From an optimization exercise on the open Yosys and OpenROAD flow, aimed at small area and a short achievable clock period; shortcuts taken in it are not production practice. In this exercise RTL edits were held to simulation tests only and were not proved equivalent to the original. No activity file was given, so power comes from the tool's default toggle rates.

`flow/design.v`:
```
module sensor_trace # (parameter DW=512)
(
    input clk, resetn,
    input[31:0] cycles_per_frame,
    input[31:0] frame_header,
    input[7:0]  tracer_value,
    input[7:0]  tracer_enable,
    input[2:0]  tracer_index,
    output[31:0] rd_tracer_cell,
    input[31:0] wr_tracer_cell,
    input       wr_tracer_cell_wstrobe,
    input      [DW-1:0] lvds_in,
    output reg [DW-1:0] lvds_out,
    output sof
);
localparam NB = DW/8;
reg [31:0] cell0, cell1, cell2, cell3, cell4, cell5, cell6, cell7;
wire [7:0] idx_hot = 8'd1 << tracer_index;
always @(posedge clk) begin
    if (wr_tracer_cell_wstrobe & idx_hot[0]) cell0 <= wr_tracer_cell;
    if (wr_tracer_cell_wstrobe & idx_hot[1]) cell1 <= wr_tracer_cell;
    if (wr_tracer_cell_wstrobe & idx_hot[2]) cell2 <= wr_tracer_cell;
    if (wr_tracer_cell_wstrobe & idx_hot[3]) cell3 <= wr_tracer_cell;
    if (wr_tracer_cell_wstrobe & idx_hot[4]) cell4 <= wr_tracer_cell;
    if (wr_tracer_cell_wstrobe & idx_hot[5]) cell5 <= wr_tracer_cell;
    if (wr_tracer_cell_wstrobe & idx_hot[6]) cell6 <= wr_tracer_cell;
    if (wr_tracer_cell_wstrobe & idx_hot[7]) cell7 <= wr_tracer_cell;
end
assign rd_tracer_cell = ({32{idx_hot[0]}} & cell0) | ({32{idx_hot[1]}} & cell1)
                      | ({32{idx_hot[2]}} & cell2) | ({32{idx_hot[3]}} & cell3)
                      | ({32{idx_hot[4]}} & cell4) | ({32{idx_hot[5]}} & cell5)
                      | ({32{idx_hot[6]}} & cell6) | ({32{idx_hot[7]}} & cell7);
reg [31:0] fc;
wire fc_lo = (fc[31:2] == 30'd0);
reg [7:0] hb;
always @* begin
    case (fc[1:0])
        2'd0: hb = frame_header[7:0];
        2'd1: hb = frame_header[15:8];
        2'd2: hb = frame_header[23:16];
        default: hb = frame_header[31:24];
    endcase
end
wire [7:0] lane_all1, lane_all0;
genvar k, b;
for (k = 0; k < 8; k = k + 1) begin : g_lane
    wire [NB-1:0] lane;
    for (b = 0; b < NB; b = b + 1) begin : g_bit
        assign lane[b] = lvds_in[8*b + k];
    end
    assign lane_all1[k] = &lane;
    assign lane_all0[k] = ~|lane;
end
wire hmatch = &((hb & lane_all1) | (~hb & lane_all0));
wire [31:0] fc_inc = fc + 32'd1;
wire fc_clear = fc_lo ? ~hmatch : (fc_inc == cycles_per_frame);
always @(posedge clk) begin
    if (~resetn | fc_clear)
        fc <= 32'd0;
    else
        fc <= fc_inc;
end
assign sof = (fc == 32'd4);
wire fc_hi0 = (fc[31:26] == 6'd0);
wire [31:0] cells [0:7];
assign cells[0] = cell0; assign cells[1] = cell1;
assign cells[2] = cell2; assign cells[3] = cell3;
assign cells[4] = cell4; assign cells[5] = cell5;
assign cells[6] = cell6; assign cells[7] = cell7;
wire [7:0] act;
wire [7:0] hi_hot [0:7];
wire [7:0] lo_hot [0:7];
genvar i;
for (i = 0; i < 8; i = i + 1) begin : g_tr
    assign act[i] = tracer_enable[i] & fc_hi0 & (fc[25:0] == cells[i][31:6]);
    assign hi_hot[i] = {8{act[i]}} & (8'd1 << cells[i][5:3]);
    assign lo_hot[i] = 8'd1 << cells[i][2:0];
end
wire [NB-1:0] sel;
for (b = 0; b < NB; b = b + 1) begin : g_sel
    assign sel[b] = (hi_hot[0][b/8] & lo_hot[0][b%8]) | (hi_hot[1][b/8] & lo_hot[1][b%8])
                  | (hi_hot[2][b/8] & lo_hot[2][b%8]) | (hi_hot[3][b/8] & lo_hot[3][b%8])
                  | (hi_hot[4][b/8] & lo_hot[4][b%8]) | (hi_hot[5][b/8] & lo_hot[5][b%8])
                  | (hi_hot[6][b/8] & lo_hot[6][b%8]) | (hi_hot[7][b/8] & lo_hot[7][b%8]);
end
integer j;
always @* begin
    for (j = 0; j < NB; j = j + 1)
        lvds_out[8*j +: 8] = sel[j] ? tracer_value : lvds_in[8*j +: 8];
end
endmodule
```
`flow/flow/run.sh`:
```
#!/bin/bash
# Standard ORFS layout, with the port buffers made from the smallest buffer cell
# instead of the delay cell buffer_ports picks by default.
set -euo pipefail
export BUFFER_PORTS_ARGS="-buffer_cell sky130_fd_sc_hd__buf_1"
bash standard.sh > standard_flow.log 2>&1
```
`flow/standard.sh`:
```
#!/bin/bash
# synth_recipe.tcl (not shown) runs the flow's synth.tcl, then flattens the netlist and writes it again
# the make line also repeats each setting of config.mk as NAME=value (left out here)
make -C /OpenROAD-flow-scripts/flow DESIGN_CONFIG=/design/flow/config.mk WORK_HOME=/design/flow/orfs CLKGATE_MAP_FILE= SYNTH_SCRIPT=/design/flow/synth_recipe.tcl "${@:-finish}"
```
`flow/config.mk`:
```
export PLATFORM = sky130hd
export DESIGN_NAME = sensor_trace
export DESIGN_NICKNAME = sensor_trace
export VERILOG_FILES = /design/flow/design.v
export SDC_FILE = /design/flow/constraint.sdc
export NUM_CORES = 4
export LEC_CHECK = 0
export CAP_MARGIN = 20
export CORE_MARGIN = 2
export CORE_UTILIZATION = 40
export PLACE_DENSITY = 0.55
export SLEW_MARGIN = 20
```
`flow/constraint.sdc`:
```
create_clock -name core_clock -period 10.0 [get_ports {clk}]
set_input_delay 2.0000 -clock core_clock [delete_from_list [all_inputs] [get_ports {clk}]]
set_output_delay 2.0000 -clock core_clock [all_outputs]
set_load 0.01 [all_outputs]
```
==> summary.txt, run 1 <==
Starting Density -> 40.5%
Die Height -> 262 µm
Fail Step -> I/O pin placement (3_2_place_iop)
run status -> aborted with a tool error
synthesized instance count -> 2,652
Synth Flop Type -> edfxtp_1
async set-reset flop share out of synthesis -> 0%
Seq cells post-synth -> 288
Post-synth EDFFs -> 256
Yosys Warn Count -> 1
Synth cell types -> 82
Die W -> 262 µm
syn_nets -> 3,287
Avg Inst Size Synth -> 10.1 µm²
# rows -> 94
sequential share of the synthesized area -> 31.2%
Post-Syn Area -> 26,700 µm²
tool error -> [ERROR PPL-0024] Number of IO pins (1175) exceeds maximum number of available positions (944). Increase the die perimeter from 1049.70um to 1598.00um.
==> Yosys cell counts, types with 5 or more instances <==
| library cell | count | area, µm² |
|---|---|---|
| ha_1 | 5 | 62.6 |
| buf_1 | 44 | 165 |
| and4_1 | 6 | 52.6 |
| xor2_1 | 50 | 438 |
| mux2_1 | 11 | 124 |
| a222oi_1 | 117 | 1170 |
| nand2_1 | 96 | 360 |
| clkbuf_1 | 128 | 480 |
| buf_6 | 8 | 90.1 |
| nor3b_1 | 28 | 210 |
| nor2b_1 | 9 | 56.3 |
| nor3_1 | 39 | 195 |
| nor2_2 | 28 | 175 |
| and3b_1 | 15 | 131 |
| nor4_1 | 210 | 1310 |
| nor2_1 | 78 | 293 |
| nand3b_1 | 5 | 37.5 |
| mux2_2 | 501 | 5640 |
| or4_1 | 10 | 75.1 |
| xnor2_1 | 195 | 1710 |
| a21oi_1 | 14 | 70.1 |
| o2111ai_2 | 8 | 120 |
| buf_2 | 22 | 110 |
| a22oi_1 | 186 | 1400 |
| o21ai_0 | 16 | 80.1 |
| o2111ai_1 | 5 | 43.8 |
| nand2b_1 | 18 | 113 |
| inv_1 | 31 | 116 |
| dfxtp_1 | 32 | 641 |
| and2_1 | 15 | 93.8 |
| and3_1 | 17 | 106 |
| o2111ai_4 | 7 | 184 |
| nand3_1 | 45 | 225 |
| nand4_1 | 274 | 1710 |
| a32oi_1 | 12 | 105 |
| buf_4 | 5 | 37.5 |
| edfxtp_1 | 256 | 7690 |
| nand4_2 | 5 | 62.6 |
| or3_1 | 10 | 62.6 |
| nand3_2 | 17 | 170 |
==> logic make-up after synthesis <==
| family | share of synthesized area, % |
|---|---|
| xor+xnor | 8.29 |
| compound gates | 13.2 |
| flops | 31.2 |
| buf+inv | 3.74 |
| mux | 21.7 |
| simple gates | 21.6 |
| fa+ha+maj | 0.234 |
==> inputs of run 2 (changes only) <==
==> flow/flow/run.sh (replaced) <==
#!/bin/bash
# Standard ORFS layout, with the port buffers made from the smallest buffer
# cell (buffer_ports otherwise picks a delay cell) and IO pins allowed on
# every routing track, so the die need not grow to fit 1175 pins.
set -euo pipefail
export BUFFER_PORTS_ARGS="-buffer_cell sky130_fd_sc_hd__buf_1"
export PLACE_PINS_ARGS="-min_distance 1 -min_distance_in_tracks"
bash standard.sh > standard_flow.log 2>&1
==> run 2 against run 1 <==
Net effect: the flow stops in global routing (5_1_grt); area after synthesis unchanged; synthesized cell count is the same.
==> summary.txt, run 2 <==
Root Buffer -> clkbuf_16
number of gates resized after cts -> 0
Avg Inst Size Synth -> 10.1 µm² (unchanged)
CTS Hold Bufs -> 0
mux share of post-synthesis cell area -> 21.7% (unchanged)
sequential share of the synthesized area -> 31.2% (unchanged)
Post-Syn Area -> 26,700 µm² (unchanged)
GP Congestion -> 1.41
main combinational cell family by area after synthesis -> multiplexers
Post-synth EDFFs -> 256 (unchanged)
buffers added on ports -> 1,174
Synth Area in XOR/XNOR -> 8.29% (unchanged)
Synth top cells by count -> 501 x mux2_2, 274 x nand4_1, 256 x edfxtp_1, 210 x nor4_1, 195 x xnor2_1
post-DP HPWL -> 195,000 µm
Synth area leader -> edfxtp_1
Starting Density -> 40.5% (unchanged)
Post-CTS Setup Repair Bufs -> 0
Synth area leaders -> edfxtp_1 29%, mux2_2 21%, nand4_1 6.4%
Synth cell types -> 82 (unchanged)
dpl cells -> 4,562
most common cell in the netlist -> mux2_2
Synth Area in Adders -> 0.234% (unchanged)
share of the synthesized area in the top cell type -> 28.8% (unchanged)
Synth Flop Type -> edfxtp_1
run status -> aborted with a tool error
Die W -> 262 µm (unchanged)
Fail Step -> global routing (5_1_grt)
Die Height -> 262 µm (unchanged)
clk sinks -> 288
pre-CTS WS -> 2.18 ns
vias in the first global route -> 37,732
io pins -> 1,175
# rows -> 94 (unchanged)
async set-reset flop share out of synthesis -> 0% (unchanged)
Seq cells post-synth -> 288 (unchanged)
tool error -> [ERROR GRT-0116] Global routing finished with congestion. Check the congestion regions in the DRC Viewer.
Overflow after GRT -> 113
htree depth -> 1
Yosys Warn Count -> 1 (unchanged)
compound-cell area share of the yosys netlist -> 13.2% (unchanged)
largest net degree at the start of global routing -> 65
GRT Total Usage -> 73.1%
syn_nets -> 3,287 (unchanged)
synthesized instance count -> 2,652 (unchanged)
deepest clock path buffer count -> 3
Synth Area in Simple Gates -> 21.6% (unchanged)
CTS buffer count -> 26
first-pass GRT wire length -> 343,000 µm
==> run 2: cell counts after synthesis <==
No cell type changed its count.
==> run 2: per-stage QoR <==
stage	hold slack, ns	cell area, µm²	power (mW)
3_5_place_dp	0.608	32000	2.24
3_3_place_gp	0.581	32000	2.24
4_1_cts	0.623	32900	3.27
2_1_floorplan	0.562	26700	1.71
==> run 2: worst max-delay path by stage <==
stage / slack, ns / depth (start not counted) / start / end
after global placement: 2.22 / 8 / tracer_enable[5] / lvds_out[238]
after CTS: 2.13 / 9 / fc[27] / lvds_out[375]
after detailed placement: 2.18 / 9 / tracer_enable[4] / lvds_out[375]
after floorplan: 3.56 / 8 / tracer_enable[5] / lvds_out[249]
==> run 2: power groups by stage <==
stage	clock network (mW)	logic, mW	registers [mW]
3_5_place_dp	0	0.833	1.41
3_3_place_gp	0	0.836	1.40
4_1_cts	1.04	0.842	1.38
2_1_floorplan	0	0.318	1.39
==> run 2: metal layers <==
layer,global-route usage (%),GRT overflow
met1,76.6,4
met3,56.7,3
met2,87.3,74
met5,25.4,0
met4,70.9,32
==> run 2: logic make-up after synthesis <==
kind of cell | count (synthesis)
simple gates | 953
mux | 516
compound gates | 404
flops | 288
xor+xnor | 248
buf+inv | 238
fa+ha+maj | 5
==> inputs of run 3 (changes only) <==
--- a/flow/config.mk
+++ b/flow/config.mk
@@ -9,4 +9,5 @@
 export CORE_MARGIN = 2
 export CORE_UTILIZATION = 40
 export PLACE_DENSITY = 0.55
+export SETUP_SLACK_MARGIN = 4
 export SLEW_MARGIN = 20
==> run 3 against run 2 <==
Net effect: the flow again stops in global routing (5_1_grt); synthesized cell count did not move; area after synthesis stayed put.
==> summary.txt, run 3 <==
GRT Total Usage -> 75.4%
pre-CTS WS -> 2.38 ns (+0.193 ns)
async set-reset flop share out of synthesis -> 0% (unchanged)
Root Buffer -> clkbuf_16
most common cell in the netlist -> mux2_2
Synth cell types -> 82 (unchanged)
dpl cells -> 4,552 (-0.22%)
Avg Inst Size Synth -> 10.1 µm² (unchanged)
largest net degree at the start of global routing -> 65
Die Height -> 262 µm (unchanged)
# rows -> 94 (unchanged)
syn_nets -> 3,287 (unchanged)
Die W -> 262 µm (unchanged)
Fail Step -> global routing (5_1_grt)
Synth Flop Type -> edfxtp_1
deepest clock path buffer count -> 3 (unchanged)
Synth area leaders -> edfxtp_1 29%, mux2_2 21%, nand4_1 6.4%
Post-synth EDFFs -> 256 (unchanged)
post-DP HPWL -> 194,000 µm (-0.77%)
synthesized instance count -> 2,652 (unchanged)
CTS Hold Bufs -> 0 (unchanged)
first-pass GRT wire length -> 353,000 µm
share of the synthesized area in the top cell type -> 28.8% (unchanged)
tool error -> [ERROR GRT-0116] Global routing finished with congestion. Check the congestion regions in the DRC Viewer.
htree depth -> 1 (unchanged)
Yosys Warn Count -> 1 (unchanged)
Synth top cells by count -> 501 x mux2_2, 274 x nand4_1, 256 x edfxtp_1, 210 x nor4_1, 195 x xnor2_1
DP Area -> 33,200 µm² (+3.6%)
Starting Density -> 40.5% (unchanged)
Seq cells post-synth -> 288 (unchanged)
vias in the first global route -> 38,753
Overflow after GRT -> 94
GP Congestion -> 1.54 (+8.8%)
run status -> aborted with a tool error
Post-Syn Area -> 26,700 µm² (unchanged)
io pins -> 1,175 (unchanged)
CTS buffer count -> 27 (+3.8%)
sequential share of the synthesized area -> 31.2% (unchanged)
Synth area leader -> edfxtp_1
clk sinks -> 288 (unchanged)
buffers added on ports -> 1,174 (unchanged)
[run 3: what timing repair did]
item	in CTS
buffers inserted	114
gates resized for setup	1189
pin swaps	85
setup endpoints to repair	512
endpoints found under the hold margin	0
[run 3: power by group through the flow]
stage	registers, mW	clock network (mW)	logic, mW
after CTS	1.38	1.17	1.01
after detailed placement	1.41	0	0.858
after global placement	1.40	0	0.858
after floorplan	1.39	0	0.352
[run 3: through the flow]
step / hold slack, ns / power, mW
floorplan: 0.562 / 1.74
global placement: 0.557 / 2.26
detailed placement: 0.570 / 2.27
CTS: 0.587 / 3.57
[run 3: logic make-up after synthesis]
logic type / share of synthesized area [%]
AOI/OAI and AO/OA: 13.2
adders and majority gates: 0.234
DFF: 31.2
muxes: 21.7
xor gates and xnor gates: 8.29
and+or+nand+nor: 21.6
buffers and inverters: 3.74
[run 3: routing by layer]
layer / global-route usage, % / overflow
met5: 32.2 / 0
met4: 71.2 / 26
met3: 64.2 / 1
met2: 88.8 / 63
met1: 76.8 / 4
[run 3: worst min path at each step]
| stage | end | slack [ns] | cells past startpoint |
|---|---|---|---|
| 4_1_cts | fc[6] | 0.59 | 3 |
| 3_5_place_dp | fc[6] | 0.57 | 3 |
| 3_3_place_gp | fc[6] | 0.56 | 3 |
| 2_1_floorplan | fc[28] | 0.56 | 2 |
==> inputs of run 4 (changes only) <==
--- a/flow/design.v
+++ b/flow/design.v
@@ -72,7 +72,9 @@
 wire [7:0] lo_hot [0:7];
 genvar i;
 for (i = 0; i < 8; i = i + 1) begin : g_tr
-    assign act[i] = tracer_enable[i] & fc_hi0 & (fc[25:0] == cells[i][31:6]);
+    wire m;
+    sensor_trace_match u_match (.fc(fc[25:0]), .fc_hi0(fc_hi0), .c(cells[i][31:6]), .m(m));
+    assign act[i] = tracer_enable[i] & m;
     assign hi_hot[i] = {8{act[i]}} & (8'd1 << cells[i][5:3]);
     assign lo_hot[i] = 8'd1 << cells[i][2:0];
 end
@@ -89,3 +91,12 @@
         lvds_out[8*j +: 8] = sel[j] ? tracer_value : lvds_in[8*j +: 8];
 end
 endmodule
+module sensor_trace_match
+(
+    input [25:0] fc,
+    input        fc_hi0,
+    input [25:0] c,
+    output       m
+);
+assign m = fc_hi0 & (fc == c);
+endmodule
--- a/flow/config.mk
+++ b/flow/config.mk
@@ -7,7 +7,9 @@
 export LEC_CHECK = 0
 export CAP_MARGIN = 20
 export CORE_MARGIN = 2
-export CORE_UTILIZATION = 40
-export PLACE_DENSITY = 0.55
-export SETUP_SLACK_MARGIN = 4
+export CORE_UTILIZATION = 30
+export PLACE_DENSITY = 0.45
+export SETUP_SLACK_MARGIN = 3
 export SLEW_MARGIN = 20
+export SYNTH_HIERARCHICAL = 1
+export SYNTH_MINIMUM_KEEP_SIZE = 0
==> run 4 against run 3 <==
Net effect: area after synthesis down 1.3%; the flow again stops in global routing (5_1_grt); synthesized cell count is 1.4% higher.
==> summary.txt, run 4 <==
CTS buffer count -> 30 (+11%)
async set-reset flop share out of synthesis -> 0% (unchanged)
Fail Step -> global routing (5_1_grt)
DP Area -> 32,500 µm² (-1.9%)
Synth Flop Type -> edfxtp_1
Synth area leader -> edfxtp_1
synthesized instance count -> 2,690 (+1.4%)
io pins -> 1,175 (unchanged)
run status -> aborted with a tool error
sequential share of the synthesized area -> 31.6% (+0.40 points)
Avg Inst Size Synth -> 9.81 µm² (-2.7%)
syn_nets -> 3,325 (+1.2%)
tool error -> [ERROR GRT-0116] Global routing finished with congestion. Check the congestion regions in the DRC Viewer.
largest net degree at the start of global routing -> 65
Overflow after GRT -> 83
Synth cell types -> 62 (-24%)
clk sinks -> 288 (unchanged)
Synth area leaders -> edfxtp_1 29%, mux2_2 22%, xnor2_1 8.1%
post-DP HPWL -> 203,000 µm (+4.7%)
first-pass GRT wire length -> 357,000 µm
GP Congestion -> 1.18 (-24%)
vias in the first global route -> 35,679
pre-CTS WS -> 2.54 ns (+0.160 ns)
deepest clock path buffer count -> 3 (unchanged)
Starting Density -> 30.4% (-10 points)
Die Height -> 301 µm (+15%)
# rows -> 108 (+15%)
Root Buffer -> clkbuf_16
buffers added on ports -> 1,174 (unchanged)
GRT Total Usage -> 59.6%
Seq cells post-synth -> 288 (unchanged)
share of the synthesized area in the top cell type -> 29.1% (+0.37 points)
Yosys Warn Count -> 7 (+6)
most common cell in the netlist -> mux2_2
Post-Syn Area -> 26,400 µm² (-1.3%)
htree depth -> 1 (unchanged)
Die W -> 301 µm (+15%)
Post-synth EDFFs -> 256 (unchanged)
Synth top cells by count -> 513 x mux2_2, 291 x nand4_1, 258 x a22oi_1, 256 x edfxtp_1, 243 x xnor2_1
run 4: changes by cell type after synthesis, sizes merged, moves of 18 or more:
cell / delta
buf: -55
o22ai: +126
xnor2: +48
xor2: -27
a222oi: -109
nand3b: +22
nand3: -20
a22oi: +72
o2111ai: -18
run 4: power by group through the flow:
stage               Clock [mW]  Combinational [mW]  Sequential, mW
global placement             0               0.821            1.41
detailed placement           0               0.813            1.41
floorplan                    0               0.319            1.39
CTS                       1.08               0.819            1.39
run 4: kinds of logic after synthesis:
logic type                 after synthesis  share of synthesized area (%)
xor gates and xnor gates               267                           8.92
adders and majority gates                5                          0.237
buffers and inverters                  178                           2.76
muxes                                  522                           22.2
DFF                                    288                           31.6
and+or+nand+nor                        987                           22.3
AOI/OAI and AO/OA                      443                           12.0
run 4: metal layers:
| metal | GRT usage (%) | GRT overflow |
|---|---|---|
| met1 | 65.1 | 3 |
| met2 | 77.5 | 51 |
| met3 | 40.9 | 3 |
| met4 | 48.5 | 26 |
| met5 | 9.47 | 0 |
run 4: worst min path at each step:
| stage | start | cells after the start | to | slack, ns |
|---|---|---|---|---|
| after floorplan | fc[31] | 3 | fc[31] | 0.54 |
| after global placement | fc[28] | 3 | fc[28] | 0.58 |
| after detailed placement | fc[31] | 3 | fc[31] | 0.60 |
| after CTS | fc[31] | 3 | fc[31] | 0.61 |
run 4: modules after synthesis (local to each module, per instance):
module	cell area [µm²]	copies in the design	cells
sensor_trace	24100	1	2410
sensor_trace_match	290	8	35
run 4: timing repair:
action / in CTS
setup buffers: 61
pin swaps: 24
endpoints found under the setup margin: 509
gates resized for setup: 45
cloned: 0
hold buffers: 0
run 4: stage by stage:
| stage | total power [mW] | instances | util, % | hold slack [ns] |
|---|---|---|---|---|
| 4_1_cts | 3.29 | 5058 | 39.4 | 0.612 |
| 3_5_place_dp | 2.23 | 4944 | 37.4 | 0.603 |
| 3_3_place_gp | 2.23 | 4941 | 37.3 | 0.585 |
| 2_1_floorplan | 1.71 | 2690 | - | 0.538 |
==> inputs of run 5 (changes only) <==
--- a/flow/config.mk
+++ b/flow/config.mk
@@ -9,7 +9,6 @@
 export CORE_MARGIN = 2
 export CORE_UTILIZATION = 30
 export PLACE_DENSITY = 0.45
-export SETUP_SLACK_MARGIN = 3
 export SLEW_MARGIN = 20
 export SYNTH_HIERARCHICAL = 1
 export SYNTH_MINIMUM_KEEP_SIZE = 0
==> run 5 against run 4 <==
Net effect: the run again fails in global routing (5_1_grt); synthesized cell count stayed put; area after synthesis unchanged.
==> summary.txt, run 5 <==
sequential share of the synthesized area -> 31.6% (unchanged)
CTS Hold Bufs -> 0 (unchanged)
Yosys Warn Count -> 7 (unchanged)
pre-CTS WS -> 2.54 ns (unchanged)
deepest clock path buffer count -> 3 (unchanged)
share of the synthesized area in the top cell type -> 29.1% (unchanged)
Synth cell types -> 62 (unchanged)
Die Height -> 301 µm (unchanged)
async set-reset flop share out of synthesis -> 0% (unchanged)
Synth Area in Adders -> 0.237% (unchanged)
Avg Inst Size Synth -> 9.81 µm² (unchanged)
compound-cell area share of the yosys netlist -> 12.0% (unchanged)
GRT Total Usage -> 59.1%
Post-CTS Setup Repair Bufs -> 0 (-100%)
Synth Flop Type -> edfxtp_1
htree depth -> 1 (unchanged)
# rows -> 108 (unchanged)
Synth top cells by count -> 513 x mux2_2, 291 x nand4_1, 258 x a22oi_1, 256 x edfxtp_1, 243 x xnor2_1
synthesized instance count -> 2,690 (unchanged)
syn_nets -> 3,325 (unchanged)
Synth area leaders -> edfxtp_1 29%, mux2_2 22%, xnor2_1 8.1%
buffers added on ports -> 1,174 (unchanged)
CTS buffer count -> 30 (unchanged)
largest net degree at the start of global routing -> 65
Synth Area in Simple Gates -> 22.3% (unchanged)
Fail Step -> global routing (5_1_grt)
Synth area leader -> edfxtp_1
post-DP HPWL -> 203,000 µm (unchanged)
dpl cells -> 4,944 (unchanged)
Post-synth EDFFs -> 256 (unchanged)
Root Buffer -> clkbuf_16
Seq cells post-synth -> 288 (unchanged)
Die W -> 301 µm (unchanged)
vias in the first global route -> 35,302
clk sinks -> 288 (unchanged)
Synth Area in XOR/XNOR -> 8.92% (unchanged)
most common cell in the netlist -> mux2_2
run status -> aborted with a tool error
DP Area -> 32,500 µm² (unchanged)
mux share of post-synthesis cell area -> 22.2% (unchanged)
Overflow after GRT -> 83
first-pass GRT wire length -> 354,000 µm
main combinational cell family by area after synthesis -> simple AND/OR/NAND/NOR gates
Post-Syn Area -> 26,400 µm² (unchanged)
tool error -> [ERROR GRT-0116] Global routing finished with congestion. Check the congestion regions in the DRC Viewer.
Starting Density -> 30.4% (unchanged)
io pins -> 1,175 (unchanged)
GP Congestion -> 1.18 (unchanged)
number of gates resized after cts -> 0 (-100%)
-- run 5: cell counts after synthesis --
No cell type changed its count.
-- run 5: per-module statistics from Yosys, one instance, submodules excluded --
module	flip-flops and latches	times used	cells	area (µm²)
sensor_trace	288	1	2410	24100
sensor_trace_match	0	8	35	290
-- run 5: worst min-delay path by stage --
| stage | to | slack, ns | cells after the start |
|---|---|---|---|
| 2_1_floorplan | fc[31] | 0.54 | 3 |
| 3_3_place_gp | fc[28] | 0.58 | 3 |
| 3_5_place_dp | fc[31] | 0.60 | 3 |
| 4_1_cts | fc[31] | 0.61 | 3 |
-- run 5: logic make-up after synthesis --
group                    count (synthesis)
AND/OR/NAND/NOR                        987
multiplexers                           522
AO/OA/AOI/OAI                          443
flip-flops                             288
XOR/XNOR                               267
buffers and inverters                  178
adder cells (fa/ha/maj)                  5
-- run 5: routing by layer --
layer	overflow	track usage [%]
met4	27	50.2
met2	40	76.5
met1	8	64.5
met3	6	39.8
met5	2	8.41
-- run 5: power by group through the flow --
stage	Combinational (mW)	Sequential (mW)	Clock, mW
CTS	0.817	1.39	1.08
detailed placement	0.813	1.41	0
global placement	0.821	1.41	0
floorplan	0.319	1.39	0
==> inputs of run 6 (changes only) <==
==> flow/flow/run.sh (replaced) <==
#!/bin/bash
# Standard ORFS layout, with the port buffers made from the smallest buffer
# cell instead of the delay cell buffer_ports picks by default.
set -euo pipefail
export BUFFER_PORTS_ARGS="-buffer_cell sky130_fd_sc_hd__buf_1"
bash standard.sh > standard_flow.log 2>&1
--- a/flow/config.mk
+++ b/flow/config.mk
@@ -7,8 +7,9 @@
 export LEC_CHECK = 0
 export CAP_MARGIN = 20
 export CORE_MARGIN = 2
-export CORE_UTILIZATION = 30
-export PLACE_DENSITY = 0.45
+export CORE_UTILIZATION = 20
+export PLACE_DENSITY = 0.35
+export SETUP_SLACK_MARGIN = 2.5
 export SLEW_MARGIN = 20
 export SYNTH_HIERARCHICAL = 1
 export SYNTH_MINIMUM_KEEP_SIZE = 0
==> run 6 against run 5 <==
Net effect: now clean on timing, DRC and antenna; synthesized cell count is the same; area after synthesis unchanged.
==> summary.txt, run 6 <==
crit path cell chain -> or4_1, or3_1, inv_2, nand4_1, or4_1, nor4_2, nand2_1, or3_1, o22ai_1, nor4_4, buf_4, mux2_2, buf_1
pwr/cell area -> 107 nW/µm²
CP Data Required Time -> 8.00 ns
Die Height -> 367 µm (+22%)
Tot Pwr -> 3.84 mW
final period utilization -> 74.9%
htree depth -> 2 (+1)
Synth area leader -> edfxtp_1
first-pass GRT wire length -> 402,000 µm
clk sinks -> 288 (unchanged)
CP peak stage delay -> 0.68 ns
sequential share of the synthesized area -> 31.6% (unchanged)
Critical Path Start Type -> flip-flop
Hold WS -> 0.621 ns
max layer used -> met5
post-DP HPWL -> 277,000 µm (+36%)
max-slew violations -> 0
Synth-to-Final Area Change -> 35.8%
slew margin rel. -> 14.5%
deepest clock path buffer count -> 3 (unchanged)
Clock Skew -> 0.0191 ns
most frequent cells in the layout -> 1,156 x buf_1, 513 x mux2_2, 291 x nand4_1
most common cell after layout, fill and taps aside -> buf_1
CTS tree -> yes
Peak VDD IR -> 104 µV
buffers added on ports -> 1,174 (unchanged)
Slew @ Worst Pin -> 1.28 ns
crit path time final -> 7.49 ns
Crit-path slowest cell -> or3_1
Post-synth EDFFs -> 256 (unchanged)
met2 routed WL -> 132,000 µm
share of cells above drive strength 1 -> 23.0%
Root Buffer -> clkbuf_16
Seq cells post-synth -> 288 (unchanged)
Nets -> 4,569
syn_nets -> 3,325 (unchanged)
Starting Density -> 20.1% (-10 points)
die area -> 135,000 µm²
Synth cell types -> 62 (unchanged)
Worst-path clk slew -> 0.05 ns
fillers -> 14,576
Synth area leaders -> edfxtp_1 29%, mux2_2 22%, xnor2_1 8.1%
WS Path Type -> flip-flop to output pin
Synth top cells by count -> 513 x mux2_2, 291 x nand4_1, 258 x a22oi_1, 256 x edfxtp_1, 243 x xnor2_1
crit-path max FO -> 8
drt initial violations -> 5,840
initial antenna violation count -> 136
Total Neg Setup Slack -> 0 ns
Avg Inst Size Synth -> 9.81 µm² (unchanged)
vias in the first global route -> 32,912
RSZ-0062 raised after global routing -> false
Multi-input gate area -> 17,800 µm²
via density per instance -> 6.24
CP Capture Type -> output pin
Post-Syn Area -> 26,400 µm² (unchanged)
Setup Viol. Count Final -> 0
fmax -> 0.134 GHz
CTS Hold Bufs -> 0 (unchanged)
most common cell in the netlist -> mux2_2
synthesized instance count -> 2,690 (unchanged)
CP arrival -> 5.49 ns
# rows -> 133 (+23%)
CTS buffer count -> 35 (+17%)
Tightest Hold Check Type -> flip-flop to flip-flop
latest clock arrival within the worst-skew pair -> 0.57 ns
leakage -> 10.3 nW
GRT Total Usage -> 46.4%
Core Area -> 131,000 µm²
maxcap violations -> 0
Met3 Wirelength -> 44,400 µm
Synth Flop Type -> edfxtp_1
antenna-violating nets left -> 0
Reg area -> 8330 µm²
WL final -> 329,000 µm
average wire per standard cell -> 57.1 µm
share of the synthesized area in the top cell type -> 29.1% (unchanged)
DP Area -> 33,700 µm² (+3.7%)
final hold violation count -> 0
run status -> complete, no violations
met1 wire length -> 128,000 µm
DRC Markers -> 0
Die W -> 367 µm (+22%)
largest net degree at the start of global routing -> 65
DR pass1 iterations -> 8
via count -> 35,982
cell area after layout -> 35,800 µm²
Overflow after GRT -> 0
async set-reset flop share out of synthesis -> 0% (unchanged)
GP Congestion -> 1.19 (+1.5%)
io pins -> 1,175 (unchanged)
Yosys Warn Count -> 7 (unchanged)
==> run 6: cell counts after synthesis <==
Identical to the previous run, type by type.
==> run 6: kinds of logic (layout without fill, tap and decap cells) <==
| kind of cell | Yosys count | count (layout) | synth area share, % |
|---|---|---|---|
| DFF | 288 | 288 | 31.6 |
| buffers and inverters | 178 | 1449 | 2.76 |
| adders and majority gates | 5 | 5 | 0.237 |
| AOI/OAI and AO/OA | 443 | 443 | 12.0 |
| xor gates and xnor gates | 267 | 267 | 8.92 |
| muxes | 522 | 522 | 22.2 |
| other | 0 | 54 | 0 |
| and+or+nand+nor | 987 | 987 | 22.3 |
==> run 6: timing repair <==
item | in CTS | in global routing
resized for setup | 30 | 23
setup endpoints to repair | 348 | 258
pin swaps | 22 | 2
setup buffers | 52 | 4
==> run 6: final timing paths <==
kind	slack, ns	from	to	depth (start not counted)
max	2.51	fc[28]	lvds_out[166]	13
min	0.62	fc[28]	fc[28]	3
max reg2reg	5.01	fc[0]	fc[0]	10
min reg2reg	0.62	fc[28]	fc[28]	3
==> run 6: report_power, final <==
part           internal (mW)  switching, mW  leakage, nW
logic                  0.250          0.828         7.11
clock network          0.794          0.575        0.576
registers               1.35         0.0433         2.58
==> run 6: area by class of cell <==
class	count	share of cell area [%]
clock inverter	22	0.789
multi-input combinational	2224	49.8
inverter	15	0.157
antenna	54	0.377
sequential	288	23.2
timing repair buffer	1370	17.0
tap	1755	6.13
clock buffer	42	2.55
==> run 6: per-module statistics from Yosys, one instance, submodules excluded <==
module              flops+latches  cell area (µm²)
sensor_trace                  288            24100
sensor_trace_match              0              290
==> run 6: critical path: cells and delay by family, from the launching register on <==
kind,cells,cell delay (ns)
buf+inv,3,0.95
simple gates,8,3.04
mux,1,0.23
flops,1,0.34
compound gates,1,0.33
==> run 6: per-layer routing <==
layer  vias to the layer above  track usage (%)
li1                      13540                -
met1                     18353             56.3
met2                      3270             65.3
met3                       775             22.8
met4                        44             27.7
met5                         -             1.28
==> run 6: stage by stage <==
stage / utilization [%] / cells / setup slack, ns
6_report: 27.3 / 5770 / 2.51
5_1_grt: 27.3 / 5734 / 2.53
4_1_cts: 27.1 / 5712 / 2.31
3_5_place_dp: 25.7 / 5596 / 2.48
3_3_place_gp: 25.7 / 5592 / 2.29
2_1_floorplan: - / 2690 / 4.07

-- what the ideal ports hide --
Ports are ideal in the flow. The routed layout listed here was re-timed in OpenROAD.
Step 1 (the two cells are an assumption about what drives the block):
set clk [get_ports {clk}]
set_driving_cell -lib_cell sky130_fd_sc_hd__clkbuf_16 $clk
set_driving_cell -lib_cell sky130_fd_sc_hd__buf_2 [delete_from_list [all_inputs] $clk]
Step 2, shift: input delay + t, output delay - t, t = (earliest + latest rising clock arrival at the registers) / 2. This alone moves slack from input paths to output paths.
a / b / c = no drivers / after step 1 / after step 2; a / b = the first two.
run: run 6
t (ns): 0.615
slack for setup (ns): 2.511 / 2.460 / 2.837
pins driven straight from the clock port: 1
After both steps run 6 still meets setup and hold. For run 6, drivers alone change the setup slack by -0.051 ns; drivers and shift together by +0.326 ns.
